Context: an optimization exercise on an open-source flow, tuned for small area and a short achievable clock period. The choices shown serve that exercise and are no tape-out recipe.
Function was checked by simulation only, so behaviour that the tests miss may differ from the original.
Power figures rest on the tool's default switching activity, not on a simulated workload.

==> amber: inputs <==
==> flow/design.v <==
module core(clk,
            rst_n,
            mem_wen_D,
            mem_addr_D,
            mem_wdata_D,
            mem_rdata_D,
            mem_addr_I,
            mem_rdata_I
);
input         clk, rst_n;
output        mem_wen_D;
output [31:0] mem_addr_D;
output [31:0] mem_wdata_D;
input  [31:0] mem_rdata_D;
output [31:0] mem_addr_I;
input  [31:0] mem_rdata_I;
function [31:0] bswap;
    input [31:0] d;
    bswap = {d[7:0], d[15:8], d[23:16], d[31:24]};
endfunction
wire [31:0] inst = bswap(mem_rdata_I);
wire [4:0]  rs1  = inst[19:15];
wire [4:0]  rs2  = inst[24:20];
wire [4:0]  rd   = inst[11:7];
wire op_lw   = ~inst[5];
wire op_sw   = ~inst[6] & inst[5] & ~inst[4];
wire op_beq  = inst[6] & ~inst[2];
wire op_jal  = inst[3];
wire op_jalr = inst[6] & inst[2] & ~inst[3];
wire op_link = inst[2];                       
wire reg_we  = inst[4] | ~inst[5] | inst[2];  
reg  [31:0] pc;
reg  [31:0] rf [1:31];
wire [32*32-1:0] rf_flat;
assign rf_flat[31:0] = 32'b0;
genvar g;
generate
    for (g = 1; g < 32; g = g + 1) begin : flat
        assign rf_flat[g*32 +: 32] = rf[g];
    end
endgenerate
wire [31:0] rdata1, rdata2;
reg  [31:0] rdata1_r, rdata2_r;
integer i;
always @(*) begin
    rdata1_r = 32'b0;
    rdata2_r = 32'b0;
    for (i = 0; i < 32; i = i + 1) begin
        rdata1_r = rdata1_r | (rf_flat[i*32 +: 32] & {32{rs1 == i}});
        rdata2_r = rdata2_r | (rf_flat[i*32 +: 32] & {32{rs2 == i}});
    end
end
assign rdata1 = rdata1_r;
assign rdata2 = rdata2_r;
wire [31:0] imm_ls = {{21{inst[31]}}, inst[30:25], (inst[5] & ~inst[6]) ? inst[11:7] : inst[24:20]};
wire [31:0] addr;
ks_add32 addr_add(.a(rdata1), .b(imm_ls), .ci(1'b0), .s(addr));
wire        inv_b  = inst[30] | inst[13] | inst[6];    
wire [31:0] addsub;
ks_add32 alu_add(.a(rdata1), .b(rdata2 ^ {32{inv_b}}), .ci(inv_b), .s(addsub));
wire        lt     = (rdata1[31] ^ rdata2[31]) ? rdata1[31] : addsub[31];
reg  [31:0] alu;
always @(*) begin
    if (inst[14])
        alu = inst[12] ? (rdata1 & rdata2) : (rdata1 | rdata2);
    else if (inst[13])
        alu = {31'b0, lt};
    else
        alu = addsub;
end
wire [31:0] pc4    = pc + 32'd4;
wire [31:0] imm_bj = inst[3] ? {{12{inst[31]}}, inst[19:12], inst[20], inst[30:21], 1'b0}
                             : {{20{inst[31]}}, inst[7], inst[30:25], inst[11:8], 1'b0};
wire [31:0] pc_tgt = pc + imm_bj;
wire        eq     = rdata1 == rdata2;
wire [31:0] pc_nxt = op_jalr ? {addr[31:1], 1'b0} :
                     (op_jal | (op_beq & eq)) ? pc_tgt : pc4;
wire [31:0] wdata = op_link ? pc4 : (op_lw ? bswap(mem_rdata_D) : alu);
always @(posedge clk) begin
    if (~rst_n) pc <= 32'b0;
    else        pc <= pc_nxt;
end
wire [31:0] wdata_g = wdata & {32{rst_n}};
integer j;
always @(posedge clk) begin
    for (j = 1; j < 32; j = j + 1)
        if (~rst_n | (reg_we & (rd == j)))
            rf[j] <= wdata_g;
end
assign mem_addr_I  = pc;
assign mem_wen_D   = op_sw;
assign mem_addr_D  = addr;
assign mem_wdata_D = bswap(rdata2);
endmodule
module ks_add32(
    input  [31:0] a,
    input  [31:0] b,
    input         ci,
    output [31:0] s
);
wire [31:0] p0, g0;
ks_pg    pg(.a(a), .b(b), .ci(ci), .p(p0), .g(g0));
wire [31:0] gn1, pn1, g2, p2, gn3, pn3, g4, p4, gn5, pn5;
ks_lvl_n #(.D(1))  l1(.g(g0),  .p(p0),  .go(gn1), .po(pn1));
ks_lvl_p #(.D(2))  l2(.gn(gn1), .pn(pn1), .go(g2),  .po(p2));
ks_lvl_n #(.D(4))  l3(.g(g2),  .p(p2),  .go(gn3), .po(pn3));
ks_lvl_p #(.D(8))  l4(.gn(gn3), .pn(pn3), .go(g4),  .po(p4));
ks_lvl_n #(.D(16)) l5(.g(g4),  .p(p4),  .go(gn5), .po(pn5));
ks_sum   sm(.p(p0), .ci(ci), .cn(gn5), .s(s));
endmodule
module ks_pg(
    input  [31:0] a,
    input  [31:0] b,
    input         ci,
    output [31:0] p,
    output [31:0] g
);
assign p = a ^ b;
assign g = {a[31:1] & b[31:1], (a[0] & b[0]) | ((a[0] | b[0]) & ci)};
endmodule
module ks_lvl_n #(parameter D = 1) (
    input  [31:0] g,
    input  [31:0] p,
    output [31:0] go,
    output [31:0] po
);
localparam [31:0] LOW = (32'd1 << D) - 32'd1;
assign go = ~(g | (p & (g << D)));
assign po = ~(p & ((p << D) | LOW));
endmodule
module ks_lvl_p #(parameter D = 1) (
    input  [31:0] gn,
    input  [31:0] pn,
    output [31:0] go,
    output [31:0] po
);
localparam [31:0] LOW = (32'd1 << D) - 32'd1;
assign go = ~(gn & (pn | (gn << D) | LOW));
assign po = ~(pn | (pn << D));
endmodule
module ks_sum(
    input  [31:0] p,
    input         ci,
    input  [31:0] cn,
    output [31:0] s
);
assign s = p ^ {~cn[30:0], ci};
endmodule
==> flow/run.sh <==
#!/bin/bash
# synth_recipe.tcl (not shown) runs the flow's synth.tcl, then flattens the netlist and writes it again
# the make line also repeats each setting of config.mk as NAME=value (left out here)
make -C /OpenROAD-flow-scripts/flow DESIGN_CONFIG=/design/flow/config.mk WORK_HOME=/design/flow/orfs CLKGATE_MAP_FILE= SYNTH_SCRIPT=/design/flow/synth_recipe.tcl finish
==> flow/config.mk <==
export PLATFORM = sky130hd
export DESIGN_NAME = core
export DESIGN_NICKNAME = core
export VERILOG_FILES = /design/flow/design.v
export SDC_FILE = /design/flow/constraint.sdc
export NUM_CORES = 4
export LEC_CHECK = 0
export CAP_MARGIN = 20
export CORE_MARGIN = 2
export CORE_UTILIZATION = 50
export SETUP_SLACK_MARGIN = 3.0
export SLEW_MARGIN = 20
export SYNTH_HIERARCHICAL = 1
export SYNTH_MINIMUM_KEEP_SIZE = 0
==> flow/constraint.sdc <==
create_clock -name core_clock -period 11.5 [get_ports {clk}]
set_input_delay 2.3000 -clock core_clock [delete_from_list [all_inputs] [get_ports {clk}]]
set_output_delay 2.3000 -clock core_clock [all_outputs]
set_load 0.01 [all_outputs]
==> willow: changes against amber <==
==> flow/design.v, changed modules only <==
module core(clk,
            rst_n,
            mem_wen_D,
            mem_addr_D,
            mem_wdata_D,
            mem_rdata_D,
            mem_addr_I,
            mem_rdata_I
);
input         clk, rst_n;
output        mem_wen_D;
output [31:0] mem_addr_D;
output [31:0] mem_wdata_D;
input  [31:0] mem_rdata_D;
output [31:0] mem_addr_I;
input  [31:0] mem_rdata_I;
function [31:0] bswap;
    input [31:0] d;
    bswap = {d[7:0], d[15:8], d[23:16], d[31:24]};
endfunction
wire [31:0] inst = bswap(mem_rdata_I);
wire [4:0]  rs1  = inst[19:15];
wire [4:0]  rs2  = inst[24:20];
wire [4:0]  rd   = inst[11:7];
wire op_lw_n = inst[5];
wire op_sw   = ~inst[6] & inst[5] & ~inst[4];
wire op_beq  = inst[6] & ~inst[2];
wire op_jal  = inst[3];
wire op_jalr = inst[6] & inst[2] & ~inst[3];
wire op_link = inst[2];                       
wire reg_we  = inst[4] | ~inst[5] | inst[2];  
reg  [31:0] pc;
reg  [31:0] rf [1:31];
wire [32*32-1:0] rf_flat;
assign rf_flat[31:0] = 32'b0;
genvar g;
generate
    for (g = 1; g < 32; g = g + 1) begin : flat
        assign rf_flat[g*32 +: 32] = rf[g];
    end
endgenerate
wire [31:0] rdata1, rdata2;
wire [31:0] rdata1_a, rdata2_a;    
rf_port rp1(.sel(rs1), .regs(rf_flat), .q(rdata1_a), .q2(rdata1));
rf_port rp2(.sel(rs2), .regs(rf_flat), .q(rdata2_a), .q2(rdata2));
wire [31:0] imm_ls = {{21{inst[31]}}, inst[30:25], (inst[5] & ~inst[6]) ? inst[11:7] : inst[24:20]};
wire [31:0] addr;
ks_add32 #(.CI(0), .INV(0)) addr_add(.a(rdata1_a), .b(imm_ls), .ci(1'b0), .s(addr));
wire        inv_b  = inst[30] | inst[13] | inst[6];    
wire [31:0] addsub;
ks_add32 #(.CI(1), .INV(1)) alu_add(.a(rdata1), .b(rdata2), .ci(inv_b), .s(addsub));    
wire        lt     = (rdata1[31] ^ rdata2[31]) ? rdata1[31] : addsub[31];
wire [31:0] pc4    = pc + 32'd4;
wire [31:0] imm_bj = inst[3] ? {{12{inst[31]}}, inst[19:12], inst[20], inst[30:21], 1'b0}
                             : {{20{inst[31]}}, inst[7], inst[30:25], inst[11:8], 1'b0};
wire [31:0] pc_tgt = pc + imm_bj;
wire        eq     = rdata1 == rdata2;
wire [31:0] pc_nxt = op_jalr ? {addr[31:1], 1'b0} :
                     (op_jal | (op_beq & eq)) ? pc_tgt : pc4;
wire        r_op    = ~op_link & op_lw_n & ~inst[14];           
wire        sel_add = rst_n & r_op & ~inst[13];
wire        sel_slt = rst_n & r_op & inst[13];
wire [31:0] logic_r = inst[12] ? (rdata1 & rdata2) : (rdata1 | rdata2);
wire [31:0] rest    = {32{rst_n}} & (op_link ? pc4 :
                                    (~op_lw_n ? bswap(mem_rdata_D) :
                                    (inst[14] ? logic_r : 32'b0)));
wire [31:0] wdata_g;
g_ao221 wb0(.a1(addsub[0]), .a2(sel_add), .b1(lt), .b2(sel_slt), .c(rest[0]), .y(wdata_g[0]));
genvar w;
generate
    for (w = 1; w < 32; w = w + 1) begin : wb
        g_ao21 m(.a1(addsub[w]), .a2(sel_add), .b(rest[w]), .y(wdata_g[w]));
    end
endgenerate
always @(posedge clk) begin
    if (~rst_n) pc <= 32'b0;
    else        pc <= pc_nxt;
end
integer j;
always @(posedge clk) begin
    for (j = 1; j < 32; j = j + 1)
        if (~rst_n | (reg_we & (rd == j)))
            rf[j] <= wdata_g;
end
assign mem_addr_I  = pc;
assign mem_wen_D   = op_sw;
assign mem_addr_D  = addr;
assign mem_wdata_D = bswap(rdata2_a);
endmodule
module ks_add32 #(parameter CI = 1, parameter INV = 0) (
    input  [31:0] a,
    input  [31:0] b,
    input         ci,
    output [31:0] s
);
wire [31:0] p0, g0;
wire ci_u = CI ? ci : 1'b0;
ks_pg #(.CI(CI), .INV(INV)) pg(.a(a), .b(b), .ci(ci_u), .p(p0), .g(g0));
wire [31:0] gn1, pn1, g2, p2, gn3, pn3, g4, p4, gn5, pn5;
ks_lvl_n #(.D(1))  l1(.g(g0),  .p(p0),  .go(gn1), .po(pn1));
ks_lvl_p #(.D(2))  l2(.gn(gn1), .pn(pn1), .go(g2),  .po(p2));
ks_lvl_n #(.D(4))  l3(.g(g2),  .p(p2),  .go(gn3), .po(pn3));
ks_lvl_p #(.D(8))  l4(.gn(gn3), .pn(pn3), .go(g4),  .po(p4));
ks_lvl_n #(.D(16)) l5(.g(g4),  .p(p4),  .go(gn5), .po(pn5));
ks_sum #(.CI(CI)) sm(.p(p0), .ci(ci_u), .cn(gn5), .s(s));
endmodule
module ks_pg #(parameter CI = 1, parameter INV = 0) (
    input  [31:0] a,
    input  [31:0] b,
    input         ci,
    output [31:0] p,
    output [31:0] g
);
ks_xor #(.INV(INV)) px(.a(a), .b(b), .inv(ci), .y(p));
ks_gen #(.CI(CI), .INV(INV)) gx(.a(a), .b(b), .ci(ci), .g(g));
endmodule
module ks_xor #(parameter INV = 0) (input [31:0] a, input [31:0] b, input inv, output [31:0] y);
wire i = INV ? inv : 1'b0;
assign y = a ^ b ^ {32{i}};
endmodule
module ks_gen #(parameter CI = 1, parameter INV = 0) (input [31:0] a, input [31:0] b, input ci, output [31:0] g);
wire c = CI ? ci : 1'b0;
wire [31:0] bx = INV ? (b ^ {32{ci}}) : b;
assign g = {a[31:1] & bx[31:1], (a[0] & bx[0]) | ((a[0] | bx[0]) & c)};
endmodule
module ks_sum #(parameter CI = 1) (
    input  [31:0] p,
    input         ci,
    input  [31:0] cn,
    output [31:0] s
);
wire c = CI ? ci : 1'b0;
assign s = p ^ {~cn[30:0], c};
endmodule
module rf_port(
    input  [4:0]       sel,
    input  [32*32-1:0] regs,
    output [31:0]      q,
    output [31:0]      q2
);
wire [3:0] lo_n;
wire [7:0] hi_n;
rf_pre2 p2(.s(sel[1:0]), .y_n(lo_n));
rf_pre3 p3(.s(sel[4:2]), .y_n(hi_n));
wire [31:0] oh_l, oh_h;
rf_dec dl(.lo_n(lo_n), .hi_n(hi_n), .oh(oh_l));
rf_dec dh(.lo_n(lo_n), .hi_n(hi_n), .oh(oh_h));
genvar r, k;
generate
    for (k = 0; k < 32; k = k + 1) begin : bt
        wire [31:1] col;
        for (r = 1; r < 32; r = r + 1) begin : c
            assign col[r] = regs[r*32 + k];
        end
        if (k < 16) begin : l
            rf_bit m(.oh(oh_l[31:1]), .d(col), .q(q[k]), .q2(q2[k]));
        end else begin : h
            rf_bit m(.oh(oh_h[31:1]), .d(col), .q(q[k]), .q2(q2[k]));
        end
    end
endgenerate
endmodule
module rf_pre2(input [1:0] s, output [3:0] y_n);
assign y_n = ~(4'd1 << s);
endmodule
module rf_pre3(input [2:0] s, output [7:0] y_n);
assign y_n = ~(8'd1 << s);
endmodule
module rf_dec(input [3:0] lo_n, input [7:0] hi_n, output [31:0] oh);
genvar r;
generate
    for (r = 0; r < 32; r = r + 1) begin : d
        g_nor2 n(.a(lo_n[r % 4]), .b(hi_n[r / 4]), .y(oh[r]));
    end
endgenerate
endmodule
module rf_bit(input [31:1] oh, input [31:1] d, output q, output q2);
wire [3:0] o;
wire [1:0] n;
rf_oct7 g0(.oh(oh[7:1]), .d(d[7:1]), .q(o[0]));
rf_oct g1(.oh(oh[15:8]),  .d(d[15:8]),  .q(o[1]));
rf_oct g2(.oh(oh[23:16]), .d(d[23:16]), .q(o[2]));
rf_oct g3(.oh(oh[31:24]), .d(d[31:24]), .q(o[3]));
g_nor2  n0(.a(o[0]), .b(o[1]), .y(n[0]));
g_nor2  n1(.a(o[2]), .b(o[3]), .y(n[1]));
g_nand2 n2(.a(n[0]), .b(n[1]), .y(q));
g_nand2 n3(.a(n[0]), .b(n[1]), .y(q2));
endmodule
module rf_oct(input [7:0] oh, input [7:0] d, output q);
assign q = |(oh & d);
endmodule
module rf_oct7(input [7:1] oh, input [7:1] d, output q);
assign q = |(oh & d);
endmodule
module g_nor2(input a, input b, output y);
assign y = ~(a | b);
endmodule
module g_nand2(input a, input b, output y);
assign y = ~(a & b);
endmodule
module g_ao21(input a1, input a2, input b, output y);
assign y = (a1 & a2) | b;
endmodule
module g_ao221(input a1, input a2, input b1, input b2, input c, output y);
assign y = (a1 & a2) | (b1 & b2) | c;
endmodule
==> flow/flow/run.sh (new file) <==
#!/bin/bash
# The standard layout, with the port buffers made as buf_4 instead of the
# default choice (a delay buffer). Runs in the standard flow's work folder.
set -euo pipefail
export BUFFER_PORTS_ARGS="-buffer_cell sky130_fd_sc_hd__buf_4"
bash standard.sh > standard.log 2>&1
==> flow/standard.sh (new file) <==
#!/bin/bash
# synth_recipe.tcl (not shown) runs the flow's synth.tcl, then flattens the netlist and writes it again
# the make line also repeats each setting of config.mk as NAME=value (left out here)
make -C /OpenROAD-flow-scripts/flow DESIGN_CONFIG=/design/flow/config.mk WORK_HOME=/design/flow/orfs CLKGATE_MAP_FILE= SYNTH_SCRIPT=/design/flow/synth_recipe.tcl "${@:-finish}"
CORE_UTILIZATION = 40   (was 50)
CTS_CLUSTER_DIAMETER = 80   (was not set)
CTS_CLUSTER_SIZE = 20   (was not set)
SETUP_SLACK_MARGIN = 3.5   (was 3.0)
TNS_END_PERCENT = 5   (was not set)
removed: flow/run.sh
==> qor.txt <==
Mapped Avg Cell Area: 12.2 um2
result of the run: timing/DRC/antenna clean
standard cell with the maximum stage delay on the critical path: buf_4
die area: 0.104 mm2
layout cells sized above 1: 20.7%
post-detail-place hpwl: 158000 um
invs w/o clock: 143
maximum number of pins on one net before global-route repair: 67
all-layer global routing usage: 50.4%
critical register-to-register path startpoint: rf[27][31]$_DFFE_PP_
amount of wire on met3 after detailed routing: 49100 um
nets@finish: 4818
[end of results for amber]
==> qor.txt <==
die area: 0.131 mm2
critical register-to-register path startpoint: rf[1][28]$_DFFE_PP_
all-layer global routing usage: 29.3%
layout cells sized above 1: 17.4%
amount of wire on met3 after detailed routing: 24300 um
standard cell with the maximum stage delay on the critical path: nor2_1
total placed instance area: 0.0559 mm2
invs w/o clock: 141
cell count along the critical path: 17
nets@finish: 4820
post-detail-place hpwl: 133000 um
total power consumption of the routed design: 9660 uW
result of the run: timing/DRC/antenna clean
[end of results for willow]

## afterwards: timing with drivers on the ports
No port has a modelled driver above. Below, the same layouts with a new extraction and two added sets of constraints. Step 1 sets driving cells, clkbuf_16 on the clock port and buf_2 on the other inputs (assumed; they add their load-dependent delay and slew). Step 2 adds t to the input delays and takes it off the output delays; t is the mean of the earliest and latest rising clock arrival at the registers after step 1. Input paths then give back, and output paths get back, about the clock's delay inside the block. a / b / c = no drivers / after step 1 / after step 2; a / b = the first two.
| run | t (ns) | setup WS [ns] | worst slew at a driven data input, ns |
|---|---|---|---|
| amber | 0.786 | 2.700 / 2.669 / 2.410 | 0.11 |
| willow | 0.748 | 3.462 / 3.415 / 2.981 | 0.17 |
After both steps every run listed still meets setup and hold. For willow, which loses most, drivers alone change the setup slack by -0.047 ns; drivers and shift together by -0.481 ns.
